Source: an optimization exercise on an open RTL-to-GDS flow (aim: small area and a short achievable clock period). Production flows keep margins and buffers that such runs may drop. At most, simulation tests tie the RTL to the original design; equivalence was not proved. Only the layout flow was run in runs 2 and 3; the RTL was not checked for function there. No activity file was given, so power comes from the tool's default toggle rates.

===== flow/design.v =====
module yuv422_to_rgb
(
    input       wire        clk     ,
    input       wire        cke     ,
    input       wire        yuv_hs  ,
    input       wire        yuv_vs  ,
    input       wire        yuv_de  ,
    input       wire [9 :0] yuv_y   ,
    input       wire [9 :0] yuv_c   ,
    output      wire        rgb_hs  ,
    output      wire        rgb_vs  ,
    output      wire        rgb_de  ,
    output      wire [23:0] rgb_dat
);
wire [7:0] y8 = yuv_y[9:2];
wire [7:0] c8 = yuv_c[9:2];
wire [7:0] y_cl = (y8[7:4] == 4'd0) ? 8'd16 : (y8 > 8'd235) ? 8'd235 : y8;
wire [7:0] c_cl = (c8[7:4] == 4'd0) ? 8'd16 : (c8[7:4] == 4'd15) ? 8'd239 : c8;
reg        cr;
reg  [7:0] s1_y, cbuf, s2_y, p_u, p_v;
reg [12:0] p_25u;      
reg  [6:0] t_l;  reg t_c;  reg [8:0] t_h;
reg  [9:0] p_l;  reg p_c;  reg [7:0] p_h;
reg  [5:0] m_l;  reg m_c;  reg [6:0] m_h;
reg  [6:0] b_l;  reg b_c;  reg [8:0] b_h;
reg  [9:0] r_h, g_h, b4_h;
reg  [2:0] r_c;  reg [3:0] g_c;  reg [1:0] b4_c;
reg  [7:0] s5_r, s5_g, s5_b, s6_r, s6_g, s6_b;
reg  [2:0] sy1, sy2, sy3, sy4, sy5, sy6;
wire [15:0] tyh;
assign tyh[0] = 16'h0000 >> s2_y[7:4];
assign tyh[1] = 16'h0000 >> s2_y[7:4];
assign tyh[2] = 16'h0000 >> s2_y[7:4];
assign tyh[3] = 16'h0000 >> s2_y[7:4];
assign tyh[4] = 16'haaaa >> s2_y[7:4];
assign tyh[5] = 16'hcccc >> s2_y[7:4];
assign tyh[6] = 16'h5a5a >> s2_y[7:4];
assign tyh[7] = 16'h936c >> s2_y[7:4];
assign tyh[8] = 16'hb6da >> s2_y[7:4];
assign tyh[9] = 16'hdb6c >> s2_y[7:4];
assign tyh[10] = 16'h1c70 >> s2_y[7:4];
assign tyh[11] = 16'hb52a >> s2_y[7:4];
assign tyh[12] = 16'h264c >> s2_y[7:4];
assign tyh[13] = 16'h3870 >> s2_y[7:4];
assign tyh[14] = 16'h3f80 >> s2_y[7:4];
assign tyh[15] = 16'hc000 >> s2_y[7:4];
wire [11:0] tyl;
assign tyl[0] = 16'haaaa >> s2_y[3:0];
assign tyl[1] = 16'hcccc >> s2_y[3:0];
assign tyl[2] = 16'h5a5a >> s2_y[3:0];
assign tyl[3] = 16'h936c >> s2_y[3:0];
assign tyl[4] = 16'hb6da >> s2_y[3:0];
assign tyl[5] = 16'hdb6c >> s2_y[3:0];
assign tyl[6] = 16'h1c70 >> s2_y[3:0];
assign tyl[7] = 16'hb52a >> s2_y[3:0];
assign tyl[8] = 16'h264c >> s2_y[3:0];
assign tyl[9] = 16'h3870 >> s2_y[3:0];
assign tyl[10] = 16'h3f80 >> s2_y[3:0];
assign tyl[11] = 16'hc000 >> s2_y[3:0];
wire [17:0] tph;
assign tph[0] = 16'h0000 >> p_v[7:4];
assign tph[1] = 16'h0000 >> p_v[7:4];
assign tph[2] = 16'h0000 >> p_v[7:4];
assign tph[3] = 16'h0000 >> p_v[7:4];
assign tph[4] = 16'h2aaa >> p_v[7:4];
assign tph[5] = 16'h4ccc >> p_v[7:4];
assign tph[6] = 16'h0f0f >> p_v[7:4];
assign tph[7] = 16'h0ff0 >> p_v[7:4];
assign tph[8] = 16'h5aaa >> p_v[7:4];
assign tph[9] = 16'h3999 >> p_v[7:4];
assign tph[10] = 16'h52d2 >> p_v[7:4];
assign tph[11] = 16'h631c >> p_v[7:4];
assign tph[12] = 16'h294a >> p_v[7:4];
assign tph[13] = 16'h18c6 >> p_v[7:4];
assign tph[14] = 16'h2d6b >> p_v[7:4];
assign tph[15] = 16'h318c >> p_v[7:4];
assign tph[16] = 16'h41f0 >> p_v[7:4];
assign tph[17] = 16'h7e00 >> p_v[7:4];
wire [13:0] tpl;
assign tpl[0] = 16'haaaa >> p_v[3:0];
assign tpl[1] = 16'hcccc >> p_v[3:0];
assign tpl[2] = 16'hf0f0 >> p_v[3:0];
assign tpl[3] = 16'hff00 >> p_v[3:0];
assign tpl[4] = 16'haaaa >> p_v[3:0];
assign tpl[5] = 16'h6666 >> p_v[3:0];
assign tpl[6] = 16'hb4b4 >> p_v[3:0];
assign tpl[7] = 16'hc738 >> p_v[3:0];
assign tpl[8] = 16'had6a >> p_v[3:0];
assign tpl[9] = 16'h9ce6 >> p_v[3:0];
assign tpl[10] = 16'hd6b4 >> p_v[3:0];
assign tpl[11] = 16'he738 >> p_v[3:0];
assign tpl[12] = 16'h07c0 >> p_v[3:0];
assign tpl[13] = 16'hf800 >> p_v[3:0];
wire [7:0]  t_lo = tyh[6:0] + tyl[6:0];
wire [8:0]  t_hi = tyh[15:7] + tyl[11:7];
wire [10:0] p_lo = tph[9:0] + tpl[9:0];
wire [7:0]  p_hi = tph[17:10] + tpl[13:10];
wire [12:0] u25  = {cbuf, 4'b0000} + {cbuf, 3'b000} + cbuf;
wire [6:0]  m_lo = p_v[5:0] + p_25u[5:0];
wire [6:0]  m_hi = p_v[7:6] + p_25u[12:6];
wire [7:0]  b_lo = {1'b0, p_u[7:2]} + {p_u[5:0], 1'b0} + 7'd16;
wire [8:0]  b_hi = {p_u, 1'b0} + p_u[7:6] - 9'd21;
wire [11:0] r_lo = {t_l, 2'b00} + p_l + {p_c, t_c, 9'd0};
wire [9:0]  r_hi = t_h + {p_h, 1'b0};
wire [13:0] g_lo = {t_l, 3'b000} + {4'b0000, ~p_l} + {~m_l, 4'b0000} + {t_c, 10'd0} + {~p_c, 10'd0} + {~m_c, 10'd0} + 14'd2129;
wire [9:0]  ga = {1'b0, t_h};
wire [9:0]  gb = {2'b00, ~p_h};
wire [9:0]  gm = {3'b000, ~m_h};
wire [9:0]  gs1 = ga ^ gb ^ gm;
wire [9:0]  gc1 = {(ga[8:0] & gb[8:0]) | (ga[8:0] & gm[8:0]) | (gb[8:0] & gm[8:0]), 1'b0};
wire [9:0]  gk = 10'd20;
wire [9:0]  gs2 = gs1 ^ gc1 ^ gk;
wire [9:0]  gc2 = {(gs1[8:0] & gc1[8:0]) | (gs1[8:0] & gk[8:0]) | (gc1[8:0] & gk[8:0]), 1'b0};
wire [9:0]  g_hi = gs2 + gc2;
wire [8:0]  b4_lo = t_l + b_l + {b_c, 7'd0} + {t_c, 7'd0};
wire [9:0]  b4_hi = t_h + b_h;
function [7:0] sat;
    input [9:0] z;
    sat = z[9] ? 8'd255 : (z[8] ? z[7:0] : 8'd0);
endfunction
always @(posedge clk) begin
    if (cke) begin
        cr   <= yuv_de & ~cr;
        s1_y <= y_cl;
        if (yuv_de & ~cr) cbuf <= c_cl;
        if (yuv_de &  cr) begin
            p_u <= cbuf;
            p_v <= c_cl;
            p_25u <= u25;
        end
        s2_y <= s1_y;
        t_l <= t_lo[6:0];  t_c <= t_lo[7];   t_h <= t_hi;
        p_l <= p_lo[9:0];  p_c <= p_lo[10];  p_h <= p_hi;
        m_l <= m_lo[5:0];  m_c <= m_lo[6]; m_h <= m_hi;
        b_l <= b_lo[6:0];  b_c <= b_lo[7];   b_h <= b_hi;
        r_h  <= r_hi;   r_c  <= r_lo[11:9];
        g_h  <= g_hi;   g_c  <= g_lo[13:10];
        b4_h <= b4_hi;  b4_c <= b4_lo[8:7];
        s5_r <= sat(r_h + r_c);
        s5_g <= sat(g_h + g_c);
        s5_b <= sat(b4_h + b4_c);
        s6_r <= s5_r; s6_g <= s5_g; s6_b <= s5_b;
        sy1 <= {yuv_hs, yuv_vs, yuv_de};
        sy2 <= sy1; sy3 <= sy2; sy4 <= sy3; sy5 <= sy4; sy6 <= sy5;
    end
end
assign {rgb_hs, rgb_vs, rgb_de} = sy6;
assign rgb_dat = {s6_r, s6_g, s6_b};
endmodule

===== flow/flow/run.sh =====
#!/bin/bash
# Standard ORFS layout (the standard.sh) with changes that do not touch the design:
#  - ports are buffered with buf_2 instead of the default delay-cell choice
#  - CTS: no dummy load cells, chosen clock buffers and sink cluster size
set -o pipefail
export BUFFER_PORTS_ARGS="-buffer_cell sky130_fd_sc_hd__buf_2"
export CTS_ARGS="-sink_clustering_enable -repair_clock_nets -dont_use_dummy_load -buf_list sky130_fd_sc_hd__clkbuf_8 -sink_clustering_size 16 -sink_clustering_max_diameter 100"
bash standard.sh > standard.log 2>&1

===== flow/standard.sh =====
#!/bin/bash
# synth_recipe.tcl (not shown) runs the flow's synth.tcl, then flattens the netlist and writes it again
# the make line also repeats each setting of config.mk as NAME=value (left out here)
make -C /OpenROAD-flow-scripts/flow DESIGN_CONFIG=/design/flow/config.mk WORK_HOME=/design/flow/orfs CLKGATE_MAP_FILE= SYNTH_SCRIPT=/design/flow/synth_recipe.tcl "${@:-finish}"

===== flow/config.mk =====
export PLATFORM = sky130hd
export DESIGN_NAME = yuv422_to_rgb
export DESIGN_NICKNAME = yuv422_to_rgb
export VERILOG_FILES = /design/flow/design.v
export SDC_FILE = /design/flow/constraint.sdc
export NUM_CORES = 4
export LEC_CHECK = 0
export ABC_AREA = 1
export CAP_MARGIN = 20
export CORE_MARGIN = 2
export CORE_UTILIZATION = 40
export SETUP_SLACK_MARGIN = 1.9
export SLEW_MARGIN = 20

===== flow/constraint.sdc =====
create_clock -name core_clock -period 4.5 [get_ports {clk}]
set_input_delay 0.9000 -clock core_clock [delete_from_list [all_inputs] [get_ports {clk}]]
set_output_delay 0.9000 -clock core_clock [all_outputs]
set_load 0.01 [all_outputs]

==> tab_implementation.tex, run 1 <==
\begin{tabular}{lr}
\hline
Metric & Value \\
\hline
\multicolumn{2}{l}{\textbf{Routing}} \\
\quad DRC marker count from the first detailed-route iteration & between 300 and 400 \\
\quad Post-DR vias/cell & 4.75 \\
\quad Post-route met1 wirelength & between 10000 and 15000 um \\
\quad Final routed wirelength across all metal layers & about 24000 um \\
\quad First-pass detailed-route iteration total & 4 \\
\quad Met3 WL & between 800 and 900 um \\
\quad Top Layer Used & met4 \\
\quad Detailed-route via count & 8601 \\
\quad Number of nets with antenna violations after detailed routing & 0 \\
\quad Detail-routed net length per standard cell & roughly 13 um \\
\quad Sum of met2 wire segment lengths after detailed routing & 11700 um \\
\quad \# DRC & 0 \\
\multicolumn{2}{l}{\textbf{Critical path}} \\
\quad Critical path origin & t\_l[3]\$\_DFFE\_PP\_ \\
\quad Worst setup path class & reg2reg \\
\quad Max FO, Critical Path & 3 \\
\quad Crit path max-delay family & adder cells \\
\quad R2r endpoint & g\_c[1]\$\_DFFE\_PP\_ \\
\quad Number of logic stages on the critical path including buffering & 10 \\
\quad Worst Reg2Reg Path Length in Cells & 10 \\
\quad Largest incremental delay on the critical path & 510 ps \\
\quad Required @ worst endpoint & 4760 ps \\
\quad Worst reg2reg path startpoint & t\_l[3]\$\_DFFE\_PP\_ \\
\quad Crit-path cells & inv\_1 > ha\_1 > fa\_1 > inv\_1 > ha\_4 > nand2\_1 > nor3\_2 > nand3\_2 > nand4\_1 > nand2\_1 \\
\quad Category of the worst setup path launch point & flip-flop \\
\quad Register-to-register path setup slack & 1980 ps \\
\quad Bufs and invs on worst path & 2 \\
\quad Critical path capture point type & flip-flop \\
\quad Arrival time reported for the critical path endpoint & between 2000 and 3000 ps \\
\quad Critical Path Sink & g\_c[1]\$\_DFFE\_PP\_ \\
\quad Slowest cell on the critical path & fa\_1 \\
\multicolumn{2}{l}{\textbf{Placed design}} \\
\quad Final estimated routing congestion in global placement & $\sim$0.87 \\
\quad Quantity of I/O buffers inserted on ports & 47 \\
\quad Estimated wirelength of the detail-placed design & between 15000 and 20000 um \\
\quad Cell area reported after detailed placement & 0.0143 mm\^{}2 \\
\multicolumn{2}{l}{\textbf{Final layout}} \\
\quad Fraction of layout instances using a drive strength above 1 & 0.126 \\
\quad Net count reported at finish & between 1500 and 2000 \\
\quad Number of filler instances in the final layout & roughly 3200 \\
\quad Post-layout instance area & 0.0149 mm\^{}2 \\
\quad Area growth syn-to-layout & 10.4\% \\
\quad Number of diodes & 0 \\
\quad Final cell utilization of the core & 0.447 \\
\multicolumn{2}{l}{\textbf{Yosys}} \\
\quad Netlist area before placement & around 0.014 mm\^{}2 \\
\quad Number of instances in the synthesized netlist & $\sim$1300 \\
\quad Top cells by area in the synthesized netlist & edfxtp\_1, ha\_1, nand2\_1, inv\_1, fa\_1 \\
\quad Number of warnings reported in the yosys synthesis log & 1 \\
\quad Share of the synthesized area in the top cell type & 0.495 \\
\quad Compound-cell area share of the yosys netlist & 0.0609 \\
\quad Combinational family with the most area after synthesis & adder cells \\
\quad Post-Synth XOR/XNOR Area & 0.0434 \\
\quad Proportion of synthesized chip area in sequential cells & 0.495 \\
\quad Share of synthesized registers carrying an async set or reset & 0 \\
\quad Number of synthesized flops with an enable pin & between 200 and 250 \\
\quad Mux share of post-synthesis cell area & 0 \\
\quad Top-count cell post-synth & nand2\_1 \\
\quad Post-Synth Adder-Cell Area & 0.193 \\
\quad Primary FF master, synth & edfxtp\_1 \\
\quad Synthesized area per cell & 10.6 um\^{}2 \\
\quad Library cells used by synthesis & 42 \\
\quad Synthesized Nets & approximately 1500 \\
\quad Library cell occupying the most area in the post-synthesis netlist & edfxtp\_1 \\
\quad Synth Area in Simple Gates & 0.146 \\
\quad Leading cell types by count after synthesis & nand2\_1, edfxtp\_1, inv\_1 \\
\quad Synth Register Bits & approximately 220 \\
\multicolumn{2}{l}{\textbf{CTS}} \\
\quad Clock root cell & clkbuf\_8 \\
\quad Cts bufs inserted & 17 \\
\quad TritonCTS sink count & roughly 220 \\
\quad Maximum clock insertion buffer count & 3 \\
\quad Clock-pin slew on the worst setup and hold paths & around 100 ps \\
\quad H-tree levels & 1 \\
\quad CTS hold repair buffers & 0 \\
\quad Clock tree from TritonCTS & built \\
\quad Worst-skew pair later-pin latency & about 530 ps \\
\multicolumn{2}{l}{\textbf{Power and ir drop}} \\
\quad Leakage power summed over all cells & 6.65 nW \\
\quad Switching share of total power & 0.339 \\
\quad Reg power frac & 0.489 \\
\quad Combinational share of power & 0.352 \\
\quad Clock share of power & 0.159 \\
\quad Power dissipated by switching net loads & $\sim$2.0 mW \\
\quad Cell-internal power & 3.96 mW \\
\quad Worst vdd ir & between 0.2 and 0.25 mV \\
\quad Total power per unit cell area & about 400 mW/mm\^{}2 \\
\quad Final total power & 6.00 mW \\
\multicolumn{2}{l}{\textbf{Global routing}} \\
\quad Number of antenna violations at the first check in global routing & 0 \\
\quad Vias in the first global route & just over 8000 \\
\quad Overall track demand over capacity in global routing & 0.139 \\
\quad Maximum number of pins on one net before global-route repair & about 120 \\
\quad Wire length of the first global-routing pass & 40000 um \\
\quad Final global-route overflow total & 0 \\
\multicolumn{2}{l}{\textbf{STA}} \\
\quad Clock skew after layout & $\sim$29 ps \\
\quad Max-slew violation count & 0 \\
\quad Final Setup Violations & 0 \\
\quad Slew margin rel. & 0.301 \\
\quad Setup TNS & 0 ps \\
\quad Setup repair after global routing missed its margin & yes \\
\quad Slew at the pin closest to its max-slew limit & approximately 1000 ps \\
\quad Fin Hold WS & approximately 420 ps \\
\quad Top achievable clock speed & just under 400 MHz \\
\quad Number of hold violations in the final report & 0 \\
\quad Final critical-path required period & $\sim$2500 ps \\
\quad Final cycle utilization of the critical path & 0.559 \\
\multicolumn{2}{l}{\textbf{Floorplan}} \\
\quad Floorplan die area & 0.0353 mm\^{}2 \\
\quad Die width & around 190 um \\
\quad Std cell rows & 67 \\
\quad Overall die height & roughly 190 um \\
\quad Core region area & 0.0334 mm\^{}2 \\
\quad Initial core utilization & 0.405 \\
\quad Io pins & 52 \\
\multicolumn{2}{l}{\textbf{Run}} \\
\quad Max-cap check violation count & 0 \\
\multicolumn{2}{l}{\textbf{Status}} \\
\quad Result of the run & complete, no violations \\
\multicolumn{2}{l}{\textbf{Hold path}} \\
\quad Class of the worst hold path & reg2reg \\
\hline
\end{tabular}
[stage by stage]
stage / std cells / setup WS [ps]
floorplan: 1281 / 1960
global placement: 1765 / 1670
detailed placement: 1765 / 1610
CTS: 1801 / 1900
global route: 1809 / 1870
finish: 1809 / 1980
[worst min-delay path by stage]
stage                           from           endpoint  depth (start not counted)
2_1_floorplan  s1_y[0]$_SDFFCE_PP0P_  s2_y[0]$_DFFE_PP_                          0
3_3_place_gp        sy1[1]$_DFFE_PP_   sy2[1]$_DFFE_PP_                          0
3_5_place_dp   s1_y[6]$_SDFFCE_PP0P_  s2_y[6]$_DFFE_PP_                          0
4_1_cts        s5_r[5]$_SDFFCE_PP1P_  s6_r[5]$_DFFE_PP_                          0
5_1_grt        s5_g[6]$_SDFFCE_PP1P_  s6_g[6]$_DFFE_PP_                          0
6_report       s5_b[2]$_SDFFCE_PP1P_  s6_b[2]$_DFFE_PP_                          0
[final cells by class]
| cell class | instances | area [um^2] | share of cell area |
|---|---|---|---|
| sequential | 223 | 6700 | 0.449 |
| multi-input combinational | 846 | 6210 | 0.416 |
| inverter | 199 | 752 | 0.0504 |
| tap | 448 | 561 | 0.0376 |
| timing repair buffer | 76 | 472 | 0.0316 |
| clock buffer | 17 | 234 | 0.0157 |
[cells by family after synthesis]
logic type,Yosys count
simple gates,447
compound gates,143
flops,223
fa+ha+maj,189
buf+inv,212
xor+xnor,67
[layer usage]
| metal | vias up | global-route usage |
|---|---|---|
| li1 | 4475 | - |
| met1 | 3956 | 0.180 |
| met2 | 139 | 0.246 |
| met3 | 31 | 0.0189 |
| met4 | 0 | 0.0357 |
| met5 | - | 0 |
[flip-flops by register name (all words and copies together), names as in the netlist, 9 cells and up]
| name | cells |
|---|---|
| b4_h | 10 |
| b_h | 9 |
| g_h | 10 |
| p_25u | 10 |
| p_l | 10 |
| r_h | 10 |
| t_h | 9 |
[placed cells by master, fill, tap and decap left out, types with 3 or more instances in the layout]
cell type	netlist	layout
ha_2	0	3
xor2_1	49	49
inv_1	194	186
nor2_2	1	3
ha_1	156	142
nand4_1	22	22
buf_4	2	28
nand2_2	11	15
a21oi_1	64	59
o21ai_0	32	25
a21o_1	6	6
or2_2	5	5
nand2_1	253	249
buf_2	3	46
nand3b_1	3	3
o21ai_2	2	4
o22ai_1	4	4
o21ai_1	6	11
nand3_2	2	5
o21bai_1	8	8
inv_2	3	11
nor3_1	8	7
nor3_2	3	4
o21a_1	7	7
ha_4	0	11
xnor2_1	18	18
fa_2	0	4
nand3_1	75	72
a31oi_1	6	6
fa_1	33	29
a21oi_2	0	5
nor2_1	57	55
clkbuf_8	0	17
edfxtp_1	223	223
[repair_timing]
action / in CTS / in global routing
setup buffers: 19 / 8
gates resized for setup: 5 / 44
cloned: 0 / 0
setup endpoints to repair: 14 / 17
hold endpoints to repair: 0 / 0
pin swaps: 0 / 9
[power groups by stage]
| stage | combinational, mW | sequential [mW] | clock [mW] |
|---|---|---|---|
| after detailed placement | 1.89 | 3.00 | 0 |
| after global placement | 1.86 | 2.99 | 0 |
| after CTS | 1.94 | 2.94 | 1.01 |
| after floorplan | 1.41 | 2.93 | 0 |
| after global routing | 2.42 | 2.97 | 1.07 |
| final | 2.11 | 2.93 | 0.955 |
==> run 2, diff against run 1 <==
--- a/flow/design.v
+++ b/flow/design.v
@@ -22,7 +22,7 @@
 reg  [6:0] t_l;  reg t_c;  reg [8:0] t_h;
 reg  [9:0] p_l;  reg p_c;  reg [7:0] p_h;
 reg  [5:0] m_l;  reg m_c;  reg [6:0] m_h;
-reg  [6:0] b_l;  reg b_c;  reg [8:0] b_h;
+reg  [7:0] s3_u;
 reg  [9:0] r_h, g_h, b4_h;
 reg  [2:0] r_c;  reg [3:0] g_c;  reg [1:0] b4_c;
 reg  [7:0] s5_r, s5_g, s5_b, s6_r, s6_g, s6_b;
@@ -98,8 +98,6 @@
 wire [12:0] u25  = {cbuf, 4'b0000} + {cbuf, 3'b000} + cbuf;
 wire [6:0]  m_lo = p_v[5:0] + p_25u[5:0];
 wire [6:0]  m_hi = p_v[7:6] + p_25u[12:6];
-wire [7:0]  b_lo = {1'b0, p_u[7:2]} + {p_u[5:0], 1'b0} + 7'd16;
-wire [8:0]  b_hi = {p_u, 1'b0} + p_u[7:6] - 9'd21;
 wire [11:0] r_lo = {t_l, 2'b00} + p_l + {p_c, t_c, 9'd0};
 wire [9:0]  r_hi = t_h + {p_h, 1'b0};
 wire [13:0] g_lo = {t_l, 3'b000} + {4'b0000, ~p_l} + {~m_l, 4'b0000} + {t_c, 10'd0} + {~p_c, 10'd0} + {~m_c, 10'd0} + 14'd2129;
@@ -112,8 +110,8 @@
 wire [9:0]  gs2 = gs1 ^ gc1 ^ gk;
 wire [9:0]  gc2 = {(gs1[8:0] & gc1[8:0]) | (gs1[8:0] & gk[8:0]) | (gc1[8:0] & gk[8:0]), 1'b0};
 wire [9:0]  g_hi = gs2 + gc2;
-wire [8:0]  b4_lo = t_l + b_l + {b_c, 7'd0} + {t_c, 7'd0};
-wire [9:0]  b4_hi = t_h + b_h;
+wire [8:0]  b4_lo = t_l + {1'b0, s3_u[7:2]} + {s3_u[5:0], 1'b0} + {t_c, 7'd0} + 7'd16;
+wire [9:0]  b4_hi = t_h + {s3_u, 1'b0} + s3_u[7:6] - 10'd21;
 function [7:0] sat;
     input [9:0] z;
     sat = z[9] ? 8'd255 : (z[8] ? z[7:0] : 8'd0);
@@ -132,7 +130,7 @@
         t_l <= t_lo[6:0];  t_c <= t_lo[7];   t_h <= t_hi;
         p_l <= p_lo[9:0];  p_c <= p_lo[10];  p_h <= p_hi;
         m_l <= m_lo[5:0];  m_c <= m_lo[6]; m_h <= m_hi;
-        b_l <= b_lo[6:0];  b_c <= b_lo[7];   b_h <= b_hi;
+        s3_u <= p_u;
         r_h  <= r_hi;   r_c  <= r_lo[11:9];
         g_h  <= g_hi;   g_c  <= g_lo[13:10];
         b4_h <= b4_hi;  b4_c <= b4_lo[8:7];
==> run 2 against run 1 <==
  * Core utilization rose by 0.11 points
  * Area after synthesis down 3.1%
  * Hold slack lost 1.6 ps
  * Critical path depth increased by 2
  * Die area is 3.1% lower
  * Critical path type unchanged
  * Largest cell class unchanged
  * Largest power group unchanged
==> tab_implementation.tex, run 2 <==
\begin{tabular}{lr}
\hline
Metric & Value \\
\hline
\multicolumn{2}{l}{\textbf{Routing}} \\
\quad Number of nets with antenna violations after detailed routing & 0 (unchanged) \\
\quad Post-route met1 wirelength & 10800 um (-2.7\%) \\
\quad Detail-routed net length per standard cell & 13.4 um (about the same) \\
\quad Final routed wirelength across all metal layers & 24000 um (-0.93\%) \\
\quad Met3 WL & 787 um (-11\%) \\
\quad \# DRC & 0 (unchanged) \\
\quad Detailed-route via count & 8455 (-1.7\%) \\
\quad Sum of met2 wire segment lengths after detailed routing & 11500 um (-0.98\%) \\
\quad First-pass detailed-route iteration total & 7 (+3) \\
\quad DRC marker count from the first detailed-route iteration & 389 (+2.9\%) \\
\quad Top Layer Used & met4 \\
\quad Post-DR vias/cell & 4.72 (-0.71\%) \\
\multicolumn{2}{l}{\textbf{Global routing}} \\
\quad Final global-route overflow total & 0 (unchanged) \\
\quad Maximum number of pins on one net before global-route repair & 101 (-13\%) \\
\quad Overall track demand over capacity in global routing & 0.142 (+0.00295) \\
\quad Wire length of the first global-routing pass & 39000 um (-2.4\%) \\
\quad Number of antenna violations at the first check in global routing & 0 (unchanged) \\
\quad Vias in the first global route & 8195 (-0.79\%) \\
\multicolumn{2}{l}{\textbf{Floorplan}} \\
\quad Overall die height & 185 um (-1.5\%) \\
\quad Floorplan die area & 0.0342 mm\^{}2 (-3.1\%) \\
\quad Initial core utilization & 0.404 (-0.000594) \\
\quad Core region area & 0.0324 mm\^{}2 (-3.0\%) \\
\quad Std cell rows & 66 (-1.5\%) \\
\quad Die width & 185 um (-1.5\%) \\
\quad Io pins & 52 (unchanged) \\
\multicolumn{2}{l}{\textbf{Critical path}} \\
\quad Category of the worst setup path launch point & flip-flop \\
\quad Worst Reg2Reg Path Length in Cells & 12 (+2) \\
\quad Critical path capture point type & flip-flop \\
\quad Required @ worst endpoint & 4800 ps (+40 ps) \\
\quad Critical path origin & s2\_y[0]\$\_DFFE\_PP\_ \\
\quad Max FO, Critical Path & 4 (+1) \\
\quad Crit-path cells & buf\_4 > buf\_4 > ha\_1 > nor2\_1 > nor2\_1 > nor3\_1 > ha\_1 > a21oi\_1 > nand2\_1 > nand2\_1 > nand2\_1 > xor2\_1 \\
\quad Critical Path Sink & t\_h[5]\$\_DFFE\_PP\_ \\
\quad Bufs and invs on worst path & 2 (unchanged) \\
\quad R2r endpoint & t\_h[5]\$\_DFFE\_PP\_ \\
\quad Worst reg2reg path startpoint & s2\_y[0]\$\_DFFE\_PP\_ \\
\quad Most common cell on crit path & nand2\_1 \\
\quad Crit path max-delay family & simple AND/OR/NAND/NOR gates \\
\quad Worst setup path class & reg2reg \\
\quad Register-to-register path setup slack & 1950 ps (-40 ps) \\
\quad Slowest cell on the critical path & edfxtp\_1 \\
\quad Number of logic stages on the critical path including buffering & 12 (+2) \\
\quad Largest incremental delay on the critical path & 440 ps (-70 ps) \\
\quad Arrival time reported for the critical path endpoint & 2850 ps (+70 ps) \\
\multicolumn{2}{l}{\textbf{STA}} \\
\quad Fin Hold WS & 418 ps (-1.62 ps) \\
\quad Final critical-path required period & 2550 ps (+35.9 ps) \\
\quad Clock skew after layout & 64.1 ps (+35.4 ps) \\
\quad Number of hold violations in the final report & 0 (unchanged) \\
\quad Slew margin rel. & 0.433 (+0.132) \\
\quad Slew at the pin closest to its max-slew limit & 851 ps (-189 ps) \\
\quad Setup TNS & 0 ps (unchanged) \\
\quad Final Setup Violations & 0 (unchanged) \\
\quad Max-slew violation count & 0 (unchanged) \\
\quad Final cycle utilization of the critical path & 0.567 (+0.00799) \\
\quad Top achievable clock speed & 392 MHz (-1.4\%) \\
\quad Setup repair after global routing missed its margin & no \\
\multicolumn{2}{l}{\textbf{Yosys}} \\
\quad Library cells used by synthesis & 41 (-2.4\%) \\
\quad Share of synthesized registers carrying an async set or reset & 0 (unchanged) \\
\quad Synthesized Nets & 1476 (-1.3\%) \\
\quad Proportion of synthesized chip area in sequential cells & 0.491 (-0.00469) \\
\quad Top cells by area in the synthesized netlist & edfxtp\_1, ha\_1, nand2\_1, inv\_1, fa\_1 \\
\quad Number of synthesized flops with an enable pin & 214 (-4.0\%) \\
\quad Netlist area before placement & 0.0131 mm\^{}2 (-3.1\%) \\
\quad Share of the synthesized area in the top cell type & 0.491 (-0.00469) \\
\quad Primary FF master, synth & edfxtp\_1 \\
\quad Number of warnings reported in the yosys synthesis log & 1 (unchanged) \\
\quad Leading cell types by count after synthesis & nand2\_1, inv\_1, edfxtp\_1 \\
\quad Top-count cell post-synth & nand2\_1 \\
\quad Library cell occupying the most area in the post-synthesis netlist & edfxtp\_1 \\
\quad Synth Register Bits & 214 (-4.0\%) \\
\quad Synthesized area per cell & 10.4 um\^{}2 (-1.7\%) \\
\quad Number of instances in the synthesized netlist & 1263 (-1.4\%) \\
\multicolumn{2}{l}{\textbf{Final layout}} \\
\quad Number of filler instances in the final layout & 3020 (-5.4\%) \\
\quad Fraction of layout instances using a drive strength above 1 & 0.120 (-0.00629) \\
\quad Net count reported at finish & 1564 (-0.82\%) \\
\quad Most common cell after layout, fill and taps aside & nand2\_1 \\
\quad Final cell utilization of the core & 0.448 (+0.00109) \\
\quad Number of diodes & 0 (unchanged) \\
\quad Post-layout instance count excluding filler cells & 1791 (-1.0\%) \\
\quad Area growth syn-to-layout & 10.8\% \\
\quad Most frequent cells in the layout & nand2\_1, edfxtp\_1, inv\_1, ha\_1, nand3\_1 \\
\multicolumn{2}{l}{\textbf{Placed design}} \\
\quad Estimated wirelength of the detail-placed design & 17700 um (-2.9\%) \\
\quad Total placed cells including tap cells & 1742 (-1.3\%) \\
\quad Quantity of I/O buffers inserted on ports & 47 (unchanged) \\
\quad Final estimated routing congestion in global placement & 0.870 (about the same) \\
\multicolumn{2}{l}{\textbf{Hold path}} \\
\quad Class of the worst hold path & reg2reg \\
\multicolumn{2}{l}{\textbf{Status}} \\
\quad Result of the run & complete, no violations \\
\multicolumn{2}{l}{\textbf{CTS}} \\
\quad H-tree levels & 1 (unchanged) \\
\quad Maximum clock insertion buffer count & 3 (unchanged) \\
\quad CTS hold repair buffers & 0 (unchanged) \\
\quad Clock tree from TritonCTS & built \\
\quad Clock root cell & clkbuf\_8 \\
\quad Cts bufs inserted & 17 (unchanged) \\
\quad TritonCTS sink count & 214 (-4.0\%) \\
\quad Worst-skew pair later-pin latency & 540 ps (about the same) \\
\quad Clock-pin slew on the worst setup and hold paths & 100 ps (about the same) \\
\multicolumn{2}{l}{\textbf{Run}} \\
\quad Max-cap check violation count & 0 (unchanged) \\
\multicolumn{2}{l}{\textbf{Power and ir drop}} \\
\quad Total power per unit cell area & 414 mW/mm\^{}2 (+2.9\%) \\
\quad Final total power & 6.00 mW (about the same) \\
\quad Leakage power summed over all cells & 6.59 nW (-0.94\%) \\
\quad Worst vdd ir & 0.212 mV (-3.0\%) \\
\hline
\end{tabular}
==> run 2: how the worst min path moves through the flow <==
stage | start | to | slack [ps] | cells past startpoint
6_report | sy5[0]$_DFFE_PP_ | sy6[0]$_DFFE_PP_ | 420 | 0
5_1_grt | s5_g[3]$_SDFFCE_PP1P_ | s6_g[3]$_DFFE_PP_ | 430 | 0
4_1_cts | s5_g[3]$_SDFFCE_PP1P_ | s6_g[3]$_DFFE_PP_ | 420 | 0
3_5_place_dp | s5_b[2]$_SDFFCE_PP1P_ | s6_b[2]$_DFFE_PP_ | 400 | 0
3_3_place_gp | s5_b[3]$_SDFFCE_PP1P_ | s6_b[3]$_DFFE_PP_ | 400 | 0
2_1_floorplan | s1_y[0]$_SDFFCE_PP0P_ | s2_y[0]$_DFFE_PP_ | 400 | 0
==> run 2: per-stage QoR <==
step	cell area (um^2)	setup slack (ps)
2_1_floorplan	13100	2040
3_3_place_gp	13900	1760
3_5_place_dp	13900	1740
4_1_cts	14200	1900
5_1_grt	14500	1880
6_report	14500	1950
==> run 2: logic make-up (layout without fill, tap and decap cells) <==
logic type	count (synthesis)	in the layout	synth area share
xor+xnor	54	54	0.0367
compound gates	153	153	0.0665
simple gates	415	415	0.136
fa+ha+maj	188	188	0.200
flops	214	214	0.491
buf+inv	239	325	0.0695
==> run 2: cell type report <==
type / instances / area, um^2 / area share
Clock buffer: 17 / 234 / 0.0161
Inverter: 226 / 848 / 0.0584
Multi-Input combinational cell: 810 / 5940 / 0.409
Sequential cell: 214 / 6430 / 0.443
Tap cell: 442 / 553 / 0.0381
Timing Repair Buffer: 82 / 517 / 0.0356
==> run 2: report_power, final <==
| group | leakage, nW | internal [mW] | switching, mW |
|---|---|---|---|
| Clock | 0.122 | 0.341 | 0.612 |
| Combinational | 4.39 | 0.916 | 1.28 |
| Sequential | 2.07 | 2.66 | 0.196 |
| Total | 6.59 | 3.92 | 2.09 |
==> run 2: timing repair <==
| action | in CTS | in global routing |
|---|---|---|
| setup buffers | 19 | 13 |
| gates resized for setup | 6 | 38 |
| endpoints found under the setup margin | 17 | 23 |
| pin swaps | 0 | 7 |
==> run 2: layer usage <==
metal,up-vias,global-route usage
met5,-,0
met4,0,0.0540
met3,49,0.0201
met2,115,0.252
met1,3903,0.175
li1,4388,-
==> run 3, diff against run 2 <==
--- a/flow/design.v
+++ b/flow/design.v
@@ -18,13 +18,12 @@
 wire [7:0] c_cl = (c8[7:4] == 4'd0) ? 8'd16 : (c8[7:4] == 4'd15) ? 8'd239 : c8;
 reg        cr;
 reg  [7:0] s1_y, cbuf, s2_y, p_u, p_v;
-reg [12:0] p_25u;      
 reg  [6:0] t_l;  reg t_c;  reg [8:0] t_h;
 reg  [9:0] p_l;  reg p_c;  reg [7:0] p_h;
-reg  [5:0] m_l;  reg m_c;  reg [6:0] m_h;
+reg  [5:0] m_l;  reg [1:0] m_c;  reg [6:0] m_h;
 reg  [7:0] s3_u;
-reg  [9:0] r_h, g_h, b4_h;
-reg  [2:0] r_c;  reg [3:0] g_c;  reg [1:0] b4_c;
+reg  [7:0] s4_r, s4_b;
+reg  [9:0] g_h;  reg [3:0] g_c;
 reg  [7:0] s5_r, s5_g, s5_b, s6_r, s6_g, s6_b;
 reg  [2:0] sy1, sy2, sy3, sy4, sy5, sy6;
 wire [15:0] tyh;
@@ -95,23 +94,12 @@
 wire [8:0]  t_hi = tyh[15:7] + tyl[11:7];
 wire [10:0] p_lo = tph[9:0] + tpl[9:0];
 wire [7:0]  p_hi = tph[17:10] + tpl[13:10];
-wire [12:0] u25  = {cbuf, 4'b0000} + {cbuf, 3'b000} + cbuf;
-wire [6:0]  m_lo = p_v[5:0] + p_25u[5:0];
-wire [6:0]  m_hi = p_v[7:6] + p_25u[12:6];
-wire [11:0] r_lo = {t_l, 2'b00} + p_l + {p_c, t_c, 9'd0};
-wire [9:0]  r_hi = t_h + {p_h, 1'b0};
-wire [13:0] g_lo = {t_l, 3'b000} + {4'b0000, ~p_l} + {~m_l, 4'b0000} + {t_c, 10'd0} + {~p_c, 10'd0} + {~m_c, 10'd0} + 14'd2129;
-wire [9:0]  ga = {1'b0, t_h};
-wire [9:0]  gb = {2'b00, ~p_h};
-wire [9:0]  gm = {3'b000, ~m_h};
-wire [9:0]  gs1 = ga ^ gb ^ gm;
-wire [9:0]  gc1 = {(ga[8:0] & gb[8:0]) | (ga[8:0] & gm[8:0]) | (gb[8:0] & gm[8:0]), 1'b0};
-wire [9:0]  gk = 10'd20;
-wire [9:0]  gs2 = gs1 ^ gc1 ^ gk;
-wire [9:0]  gc2 = {(gs1[8:0] & gc1[8:0]) | (gs1[8:0] & gk[8:0]) | (gc1[8:0] & gk[8:0]), 1'b0};
-wire [9:0]  g_hi = gs2 + gc2;
-wire [8:0]  b4_lo = t_l + {1'b0, s3_u[7:2]} + {s3_u[5:0], 1'b0} + {t_c, 7'd0} + 7'd16;
-wire [9:0]  b4_hi = t_h + {s3_u, 1'b0} + s3_u[7:6] - 10'd21;
+wire [7:0]  m_lo = p_v[5:0] + p_u[5:0] + {p_u[2:0], 3'b000} + {p_u[1:0], 4'b0000};
+wire [6:0]  m_hi = p_v[7:6] + p_u[7:6] + p_u[7:3] + p_u[7:2];
+wire [19:0] r_sum = {1'b0, t_h, t_l, 2'b00} + {1'b0, p_h, p_l} + {t_c, 9'd0} + {p_c, 10'd0};
+wire [13:0] g_lo = {t_l, 3'b000} + {4'b0000, ~p_l} + {~m_l, 4'b0000} + {t_c, 10'd0} + {~p_c, 10'd0} + {~m_c, 10'd0} + 14'd81;
+wire [9:0]  g_hi = t_h + {2'b00, ~p_h} + {3'b000, ~m_h} + 10'd20;
+wire [16:0] b_sum = {t_h, t_l} + {t_c, 7'd0} + {s3_u, 2'b00, s3_u[7:2]} + {s3_u, 1'b0} + 17'd128400;
 function [7:0] sat;
     input [9:0] z;
     sat = z[9] ? 8'd255 : (z[8] ? z[7:0] : 8'd0);
@@ -124,19 +112,18 @@
         if (yuv_de &  cr) begin
             p_u <= cbuf;
             p_v <= c_cl;
-            p_25u <= u25;
         end
         s2_y <= s1_y;
         t_l <= t_lo[6:0];  t_c <= t_lo[7];   t_h <= t_hi;
         p_l <= p_lo[9:0];  p_c <= p_lo[10];  p_h <= p_hi;
-        m_l <= m_lo[5:0];  m_c <= m_lo[6]; m_h <= m_hi;
+        m_l <= m_lo[5:0];  m_c <= m_lo[7:6]; m_h <= m_hi;
         s3_u <= p_u;
-        r_h  <= r_hi;   r_c  <= r_lo[11:9];
+        s4_r <= sat(r_sum[18:9]);
         g_h  <= g_hi;   g_c  <= g_lo[13:10];
-        b4_h <= b4_hi;  b4_c <= b4_lo[8:7];
-        s5_r <= sat(r_h + r_c);
+        s4_b <= sat(b_sum[16:7]);
+        s5_r <= s4_r;
         s5_g <= sat(g_h + g_c);
-        s5_b <= sat(b4_h + b4_c);
+        s5_b <= s4_b;
         s6_r <= s5_r; s6_g <= s5_g; s6_b <= s5_b;
         sy1 <= {yuv_hs, yuv_vs, yuv_de};
         sy2 <= sy1; sy3 <= sy2; sy4 <= sy3; sy5 <= sy4; sy6 <= sy5;
==> flow/flow/run.sh (replaced) <==
#!/bin/bash
# Standard ORFS layout (the standard.sh) with two changes:
#  - ports are buffered with buf_2 instead of the default delay-cell choice
#  - CTS inserts no dummy load cells
set -o pipefail
cp standard.sh standard_sh.txt
export BUFFER_PORTS_ARGS="-buffer_cell sky130_fd_sc_hd__buf_2"
export CTS_ARGS="-sink_clustering_enable -repair_clock_nets -dont_use_dummy_load"
bash standard.sh > standard.log 2>&1
--- a/flow/config.mk
+++ b/flow/config.mk
@@ -5,9 +5,8 @@
 export SDC_FILE = /design/flow/constraint.sdc
 export NUM_CORES = 4
 export LEC_CHECK = 0
-export ABC_AREA = 1
 export CAP_MARGIN = 20
 export CORE_MARGIN = 2
 export CORE_UTILIZATION = 40
-export SETUP_SLACK_MARGIN = 1.9
+export SETUP_SLACK_MARGIN = 1.6
 export SLEW_MARGIN = 20
==> run 3 against run 2 <==
  * Still clean on timing, DRC and antenna
  * Hold slack worse by 14 ps
  * Combinational power up about 40%
  * Clock-buffer cell count unchanged
  * Final cell count down 14%
  * Critical path depth down 3
  * Global-route usage up 0.75 points
  * First-iteration DRC count down 15%
  * Power up 16%
  * Clock skew down 37 ps
  * Sequential share of layout area down 3.7 points
  * Critical path type unchanged
==> tab_implementation.tex, run 3 <==
\begin{tabular}{lr}
\hline
Metric & Value \\
\hline
\multicolumn{2}{l}{\textbf{Yosys}} \\
\quad Share of synthesized registers carrying an async set or reset & 0 (unchanged) \\
\quad Synth Register Bits & 196 (-8.4\%) \\
\quad Proportion of synthesized chip area in sequential cells & 0.483 (-0.00817) \\
\quad Top cells by area in the synthesized netlist & edfxtp\_1, ha\_1, fa\_1, inv\_1, xnor2\_1 \\
\quad Primary FF master, synth & edfxtp\_1 \\
\quad Mux share of post-synthesis cell area & 0.0164 (+0.0164) \\
\quad Post-Synth XOR/XNOR Area & 0.0453 (+0.00865) \\
\quad Synthesized Nets & 1235 (-16\%) \\
\quad Synthesized area per cell & 12.1 um\^{}2 (+17\%) \\
\quad Synth Area in Simple Gates & 0.0669 (-0.0694) \\
\quad Number of instances in the synthesized netlist & 1006 (-20\%) \\
\quad Number of warnings reported in the yosys synthesis log & 1 (unchanged) \\
\quad Library cell occupying the most area in the post-synthesis netlist & edfxtp\_1 \\
\quad Leading cell types by count after synthesis & edfxtp\_1, ha\_1, inv\_1 \\
\quad Share of the synthesized area in the top cell type & 0.483 (-0.00817) \\
\quad Netlist area before placement & 0.0122 mm\^{}2 (-6.9\%) \\
\quad Post-Synth Adder-Cell Area & 0.233 (+0.0330) \\
\quad Number of synthesized flops with an enable pin & 196 (-8.4\%) \\
\quad Combinational family with the most area after synthesis & adder cells \\
\quad Top-count cell post-synth & edfxtp\_1 \\
\quad Library cells used by synthesis & 61 (+49\%) \\
\quad Compound-cell area share of the yosys netlist & 0.109 (+0.0420) \\
\multicolumn{2}{l}{\textbf{Power and ir drop}} \\
\quad Clock share of power & 0.178 (+0.019) \\
\quad Leakage power summed over all cells & 6.20 nW (-5.9\%) \\
\quad Combinational share of power & 0.440 (+0.074) \\
\quad Power dissipated by switching net loads & 2.31 mW (+11\%) \\
\quad Cell-internal power & 4.65 mW (+19\%) \\
\quad Switching share of total power & 0.332 (-0.0155) \\
\quad Worst vdd ir & 0.331 mV (+56\%) \\
\quad Total power per unit cell area & 480 mW/mm\^{}2 (+16\%) \\
\quad Reg power frac & 0.382 (-0.094) \\
\multicolumn{2}{l}{\textbf{Placed design}} \\
\quad Final estimated routing congestion in global placement & 0.877 (+0.80\%) \\
\quad Quantity of I/O buffers inserted on ports & 47 (unchanged) \\
\quad Cell area reported after detailed placement & 0.0129 mm\^{}2 (-6.8\%) \\
\quad Total placed cells including tap cells & 1427 (-18\%) \\
\quad Estimated wirelength of the detail-placed design & 16400 um (-7.1\%) \\
\multicolumn{2}{l}{\textbf{CTS}} \\
\quad TritonCTS sink count & 196 (-8.4\%) \\
\quad Cts bufs inserted & 17 (unchanged) \\
\quad Maximum clock insertion buffer count & 2 (-1) \\
\quad Clock-pin slew on the worst setup and hold paths & 80 ps (-20 ps) \\
\quad Clock tree from TritonCTS & built \\
\quad Worst-skew pair later-pin latency & 440 ps (-100 ps) \\
\quad Clock root cell & clkbuf\_16 \\
\quad H-tree levels & 4 (+3) \\
\quad CTS hold repair buffers & 0 (unchanged) \\
\multicolumn{2}{l}{\textbf{Global routing}} \\
\quad Overall track demand over capacity in global routing & 0.150 (+0.00753) \\
\quad Wire length of the first global-routing pass & 36900 um (-5.3\%) \\
\quad Vias in the first global route & 7423 (-9.4\%) \\
\quad Maximum number of pins on one net before global-route repair & 95 (-5.9\%) \\
\quad Number of antenna violations at the first check in global routing & 0 (unchanged) \\
\quad Final global-route overflow total & 0 (unchanged) \\
\multicolumn{2}{l}{\textbf{STA}} \\
\quad Top achievable clock speed & 332 MHz (-15\%) \\
\quad Final critical-path required period & 3020 ps (+465 ps) \\
\quad Number of hold violations in the final report & 0 (unchanged) \\
\quad Final cycle utilization of the critical path & 0.670 (+0.103) \\
\quad Setup repair after global routing missed its margin & yes \\
\quad Final Setup Violations & 0 (unchanged) \\
\quad Slew at the pin closest to its max-slew limit & 683 ps (-168 ps) \\
\quad Slew margin rel. & 0.545 (+0.112) \\
\quad Setup TNS & 0 ps (unchanged) \\
\quad Max-slew violation count & 0 (unchanged) \\
\quad Clock skew after layout & 27.1 ps (-37.0 ps) \\
\multicolumn{2}{l}{\textbf{Final layout}} \\
\quad Fraction of layout instances using a drive strength above 1 & 0.235 (+0.115) \\
\quad Number of diodes & 0 (unchanged) \\
\quad Post-layout instance count excluding filler cells & 1533 (-14\%) \\
\quad Post-layout instance area & 0.0145 mm\^{}2 (about the same) \\
\quad Net count reported at finish & 1374 (-12\%) \\
\quad Most common cell after layout, fill and taps aside & edfxtp\_1 \\
\quad Most frequent cells in the layout & edfxtp\_1, ha\_1, inv\_1, buf\_4 \\
\quad Top flop regs & g\_h: 10 flops, p\_l: 10 flops, t\_h: 9 flops \\
\quad Number of filler instances in the final layout & 2688 (-11\%) \\
\quad Area growth syn-to-layout & 18.9\% \\
\multicolumn{2}{l}{\textbf{Critical path}} \\
\quad Max FO, Critical Path & 8 (+4) \\
\quad Slowest cell on the critical path & edfxtp\_1 \\
\quad Crit-path cells & ha\_1 > ha\_1 > ha\_1 > nand2\_1 > o21ai\_2 > a221o\_1 > or2\_4 > xnor2\_4 > o32ai\_2 \\
\quad Largest incremental delay on the critical path & 490 ps (+50 ps) \\
\quad Crit path max-delay family & adder cells \\
\quad Most common cell on crit path & ha\_1 \\
\quad Worst setup path class & reg2reg \\
\quad Required @ worst endpoint & 4660 ps (-140 ps) \\
\quad Arrival time reported for the critical path endpoint & 3170 ps (+320 ps) \\
\quad Category of the worst setup path launch point & flip-flop \\
\quad Critical path capture point type & flip-flop \\
\quad Bufs and invs on worst path & 0 (-2) \\
\multicolumn{2}{l}{\textbf{Floorplan}} \\
\quad Floorplan die area & 0.0319 mm\^{}2 (-6.7\%) \\
\quad Overall die height & 179 um (-3.4\%) \\
\quad Core region area & 0.0298 mm\^{}2 (-8.0\%) \\
\quad Std cell rows & 63 (-4.5\%) \\
\quad Die width & 179 um (-3.4\%) \\
\quad Io pins & 52 (unchanged) \\
\quad Initial core utilization & 0.409 (+0.00481) \\
\multicolumn{2}{l}{\textbf{Routing}} \\
\quad Detailed-route via count & 7643 (-9.6\%) \\
\quad \# DRC & 0 (unchanged) \\
\quad Detail-routed net length per standard cell & 14.9 um (+11\%) \\
\quad Post-DR vias/cell & 4.99 (+5.6\%) \\
\quad Number of nets with antenna violations after detailed routing & 0 (unchanged) \\
\quad Final routed wirelength across all metal layers & 22900 um (-4.9\%) \\
\quad First-pass detailed-route iteration total & 4 (-3) \\
\quad DRC marker count from the first detailed-route iteration & 329 (-15\%) \\
\multicolumn{2}{l}{\textbf{Status}} \\
\quad Result of the run & complete, no violations \\
\multicolumn{2}{l}{\textbf{Run}} \\
\quad Max-cap check violation count & 0 (unchanged) \\
\multicolumn{2}{l}{\textbf{Hold path}} \\
\quad Class of the worst hold path & reg2reg \\
\hline
\end{tabular}
[run 3: cell count changes after synthesis, sizes merged, moves of 8 or more]
cell    change
nand4      -16
xnor2      +26
xor2       -19
nand3      -54
inv        -92
clkbuf      +9
nor2       -10
nor2b      +19
ha         +13
edfxtp     -18
a21o       +19
nand2     -198
mux2i      +11
nand2b      +8
[run 3: final cells by class]
type | instances | area (um^2) | share of cell area
clock buffers | 17 | 425 | 0.0293
inverters | 134 | 503 | 0.0347
multi-input cells | 658 | 6240 | 0.431
flip-flops and latches | 196 | 5890 | 0.406
well taps | 390 | 488 | 0.0336
repair buffers | 138 | 957 | 0.0660
[run 3: cell families after synthesis]
| group | count (synthesis) |
|---|---|
| compound gates | 206 |
| fa+ha+maj | 204 |
| flops | 196 |
| simple gates | 170 |
| buf+inv | 152 |
| xor+xnor | 61 |
| mux | 17 |
[run 3: worst paths after layout]
| path | startpoint | endpoint | slack [ps] | cells past startpoint |
|---|---|---|---|---|
| max | t_h[2]$_DFFE_PP_ | s4_b[7]$_SDFFCE_PP1P_ | 1480 | 9 |
| min | sy3[2]$_DFFE_PP_ | sy4[2]$_DFFE_PP_ | 400 | 0 |
| max reg2reg | t_h[2]$_DFFE_PP_ | s4_b[7]$_SDFFCE_PP1P_ | 1480 | 9 |
| min reg2reg | sy3[2]$_DFFE_PP_ | sy4[2]$_DFFE_PP_ | 400 | 0 |
[run 3: per-layer routing]
| metal | vias to the layer above | wire length [um] | global-route usage |
|---|---|---|---|
| met4 | 0 | 282 | 0.0396 |
| met1 | 3670 | 10700 | 0.197 |
| met5 | - | 0 | 0 |
| met3 | 16 | 617 | 0.0245 |
| met2 | 120 | 11300 | 0.256 |
| li1 | 3837 | - | - |
[run 3: repair_timing]
action / 4_1_cts / 5_1_grt
endpoints found under the setup margin: 29 / 31
gates resized for setup: 61 / 50
pin swaps: 46 / 25
buffers inserted: 49 / 40
cloned: 0 / 0
[run 3: power by group through the flow]
stage | registers [mW] | clock network (mW) | logic (mW)
final | 2.66 | 1.24 | 3.06
after global routing | 2.69 | 1.35 | 3.43
after CTS | 2.67 | 1.28 | 2.84
after detailed placement | 2.72 | 0 | 2.35
after global placement | 2.70 | 0 | 2.32
after floorplan | 2.67 | 0 | 1.81
[run 3: per-stage QoR]
stage / util / total power [mW] / hold WS [ps] / worst slack [ps]
after floorplan: - / 4.48 / 400 / 1600
after global placement: 0.434 / 5.03 / 400 / 1220
after detailed placement: 0.434 / 5.07 / 405 / 1150
after CTS: 0.469 / 6.80 / 404 / 1500
after global routing: 0.487 / 7.47 / 407 / 1370
final: 0.487 / 6.96 / 404 / 1480

-- separate check: timing with driven ports --
The flow's constraints put no driver on any port. The routed layouts listed below were extracted and timed again, unchanged, in two steps. Step 1 (the two cells are an assumption about what drives the block):
set clk [get_ports {clk}]
set_driving_cell -lib_cell sky130_fd_sc_hd__clkbuf_16 $clk
set_driving_cell -lib_cell sky130_fd_sc_hd__buf_2 [delete_from_list [all_inputs] $clk]
Step 2 times the ports against the registers' clock, not the clock port: input delays grow and output delays shrink by t, the midpoint of the rising clock arrivals with the driver on. Slacks: ideal ports / drivers / drivers and shift; pairs: ideal ports / drivers.
| run | shift t [ns] | setup slack, ns | clock arrival spread, ns |
|---|---|---|---|
| run 1 | 0.554 | 1.985 / 1.985 / 1.712 | 0.029 / 0.029 |
| run 2 | 0.553 | 1.949 / 1.949 / 1.949 | 0.065 / 0.065 |
| run 3 | 0.472 | 1.483 / 1.483 / 1.483 | 0.030 / 0.030 |
After both steps setup and hold are still met in every run listed. The setup slack of run 1, which loses most, moves by 0.000 ns with the drivers and by -0.273 ns with both steps.
